This is an optimization exercise on Yosys and OpenROAD, whose aim is small area, not a production implementation. The RTL was checked by simulation tests, not by an equivalence proof against the original design. Power and IR drop assume default switching activity.

run 1:
## myFFT16
module myFFT16 (
    input         i_clk,
    input         i_reset,
    input         i_valid,
    input  [15:0] i_data_in_i,
    input  [15:0] i_data_in_q,
    output [17:0] o_data_out_i,
    output [17:0] o_data_out_q,
    output        o_complete,
    output [2:0]  o_stateFFT,
    input         i_flag_ready_recive,
    output        o_flag_wayt_data
);
==> flow/config.mk <==
export PLATFORM = sky130hd
export DESIGN_NAME = myFFT16
export DESIGN_NICKNAME = myFFT16
export VERILOG_FILES = /design/flow/design.v
export SDC_FILE = /design/flow/constraint.sdc
export NUM_CORES = 4
export LEC_CHECK = 0
export CAP_MARGIN = 0
export CORE_MARGIN = 2
export CORE_UTILIZATION = 60
export CTS_BUF_LIST = sky130_fd_sc_hd__clkbuf_4
export CTS_CLUSTER_DIAMETER = 50
export CTS_CLUSTER_SIZE = 10
export SLEW_MARGIN = 0
==> flow/constraint.sdc <==
create_clock -name core_clock -period 10.0 [get_ports {i_clk}]
set_input_delay 2.0000 -clock core_clock [delete_from_list [all_inputs] [get_ports {i_clk}]]
set_output_delay 2.0000 -clock core_clock [all_outputs]
set_load 0.01 [all_outputs]
standard.sh (not shown) runs the stock make flow with config.mk's settings and CLKGATE_MAP_FILE= SYNTH_SCRIPT=/design/flow/synth_recipe.tcl, a recipe that flattens the netlist after the stock synthesis.
==> flow/flow/run.sh <==
#!/bin/bash
set -e
export CTS_ARGS="-sink_clustering_enable -repair_clock_nets -dont_use_dummy_load -sink_clustering_size 10 -sink_clustering_max_diameter 50 -buf_list sky130_fd_sc_hd__clkbuf_4"
bash standard.sh > standard.log 2>&1
diff inputs: run 1 => run 2
==> flow/flow/run.sh <==
#!/bin/bash
set -e
export CTS_ARGS="-sink_clustering_enable -repair_clock_nets -dont_use_dummy_load -sink_clustering_size 16 -sink_clustering_max_diameter 60 -buf_list sky130_fd_sc_hd__clkbuf_8"
bash standard.sh > standard.log 2>&1
diff --git a/flow/config.mk b/flow/config.mk
--- a/flow/config.mk
+++ b/flow/config.mk
@@ -9,6 +9,6 @@
 export CORE_MARGIN = 2
 export CORE_UTILIZATION = 60
-export CTS_BUF_LIST = sky130_fd_sc_hd__clkbuf_4
-export CTS_CLUSTER_DIAMETER = 50
-export CTS_CLUSTER_SIZE = 10
+export CTS_BUF_LIST = sky130_fd_sc_hd__clkbuf_8
+export CTS_CLUSTER_DIAMETER = 60
+export CTS_CLUSTER_SIZE = 16
 export SLEW_MARGIN = 0
Notes after the runs:
Diff run 1 -> run 2: clock power rose about 3%; core utilization of the finished layout has remained practically unchanged; power now sits higher.
There was hardly any difference in logic gate share of total power between run 1 and run 2.
## Diff of input files: run 3 against run 2
diff --git a/flow/config.mk b/flow/config.mk
--- a/flow/config.mk
+++ b/flow/config.mk
@@ -12,3 +12,4 @@
 export CTS_CLUSTER_DIAMETER = 60
 export CTS_CLUSTER_SIZE = 16
+export PLACE_DENSITY = 0.75
 export SLEW_MARGIN = 0
==> comparison <==
As far as final core area utilization is concerned, run 3 and run 2 perform about the same.
Compared run 3 against run 2; sequential share of layout area within noise.
Overall track demand over capacity in global routing: run 2 and run 3 compared, higher one is run 2
The worst hold slack of run 3 exceeds that of run 2 by 0.058 ns.
Changes in run 4 relative to run 3:
diff --git a/flow/config.mk b/flow/config.mk
--- a/flow/config.mk
+++ b/flow/config.mk
@@ -12,4 +12,5 @@
 export CTS_CLUSTER_DIAMETER = 60
 export CTS_CLUSTER_SIZE = 16
+export GPL_TIMING_DRIVEN = 0
 export PLACE_DENSITY = 0.75
 export SLEW_MARGIN = 0
### Flow results
Run 4 ran to completion and came out clean on the timing, design-rule and antenna checks. The run with more setup slack is run 3; run 4 has less. Lower data-path buffer share of cell area in the final layout goes to run 3 over run 4. Compared to run 3, run 4 has met1 routed wirelength after detailed routing about 5% higher. Run 4 -> run 3: count of standard-cell rows delta 0, exact match. Going from run 3 to run 4, clock power shrinks by about 1%. Lower leakage dissipation goes to run 3 over run 4. In run 4 relative to run 3, final routed wire length divided by cell count had gone up by a few percent. Detailed placement HPWL (run 3 / run 4): 0.866. Run 4 ended up with a higher non-clock buffer count than run 3 did. Sort run 3 and run 4 by final critical delay including setup and external delays asc -> top: run 3.


== run E ==
myFFT16, a different RTL version from the one above (not shown whole).
==> flow/design.v (excerpt) <==
module myFFT16 (
    input         i_clk,
    input         i_reset,
    input         i_valid,
    input  [15:0] i_data_in_i,
    input  [15:0] i_data_in_q,
    output [17:0] o_data_out_i,
    output [17:0] o_data_out_q,
    output        o_complete,
    output [2:0]  o_stateFFT,
    input         i_flag_ready_recive,
    output        o_flag_wayt_data
);
clock: 10.0 ns
lec_check: 0
cap_margin: 0
core_margin: 2
core_utilization: 70
cts_buf_list: sky130_fd_sc_hd__clkbuf_8
cts_cluster_diameter: 60
cts_cluster_size: 16
gpl_routability_driven: 0
gpl_timing_driven: 0
slew_margin: 0
run.sh (not shown) runs the stock make flow with config.mk's settings and CLKGATE_MAP_FILE= SYNTH_SCRIPT=/design/flow/synth_recipe.tcl, a recipe that flattens the netlist after the stock synthesis.
Stock flow here: none of the scripts above is used.
Run E reached the end of the flow, and the finished layout is clean on the timing, design-rule and antenna checks.
Input-level comparison between run H and run E:
# run E
export LEC_CHECK = 0
export CAP_MARGIN = 0
export CORE_MARGIN = 2
export CORE_UTILIZATION = 70
export CTS_BUF_LIST = sky130_fd_sc_hd__clkbuf_8
export CTS_CLUSTER_DIAMETER = 60
export CTS_CLUSTER_SIZE = 16
export GPL_ROUTABILITY_DRIVEN = 0
export GPL_TIMING_DRIVEN = 0
export SLEW_MARGIN = 0
create_clock -name core_clock -period 10.0 [get_ports {i_clk}]
# run H
export LEC_CHECK = 0
export CAP_MARGIN = 0
export CORE_MARGIN = 2
export CORE_UTILIZATION = 60
export CTS_BUF_LIST = sky130_fd_sc_hd__clkbuf_8
export CTS_CLUSTER_DIAMETER = 60
export CTS_CLUSTER_SIZE = 16
export SLEW_MARGIN = 0
create_clock -name core_clock -period 10.0 [get_ports {i_clk}]
[summary]
Cmp run H vs run E: post-synthesis to final-layout area growth lower in run H. Run H: total routing resource utilization after global routing 5.6 points below run E. Run H — register-to-register slack 1.43 ns higher, run E as reference. Per the final summary, run H finished and its layout is clean on timing, DRC and antenna. Comparing wire length of the first global-routing pass for run H and run E, the smaller number came from run H.

-- afterwards: timing with drivers on the ports --
The results above use ideal ports. As a check the final layouts listed here were re-extracted and re-timed, cells and wires unchanged. Step 1 assumes that a clkbuf_16 drives the clock port and a buf_2 every other input. Step 2 adds t to the input delays and takes it off the output delays; t is the mean of the earliest and latest rising clock arrival at the registers after step 1. Input paths then give back, and output paths get back, about the clock's delay inside the block. Three values: ideal ports, drivers, drivers and shift; two values: the first two.
run | t, ns | setup WS [ns] | worst setup path at the end | worst register clock-pin slew, ns | worst data-port slew with drivers (ns)
run 1 | 1.441 | 1.486 / 1.486 / 0.616 | input to register | 0.12 / 0.12 | 0.10
run 2 | 1.067 | 1.525 / 1.525 / 0.589 | input to register | 0.11 / 0.11 | 0.10
run 3 | 1.082 | 1.487 / 1.487 / 0.510 | input to register | 0.11 / 0.11 | 0.17
run 4 | 1.041 | 0.378 / 0.378 / -0.058 | input to register | 0.11 / 0.11 | 0.18
run E | 1.132 | 0.374 / 0.374 / -0.184 | input to register | 0.12 / 0.12 | 0.18
run H | 1.135 | 1.464 / 1.520 / 0.385 | input to register | 0.11 / 0.11 | 0.19
Met with ideal ports but missed after step 2: setup timing in run 4 and run E. For run H, which loses most, drivers alone change the setup slack by +0.056 ns; drivers and shift together by -1.079 ns.
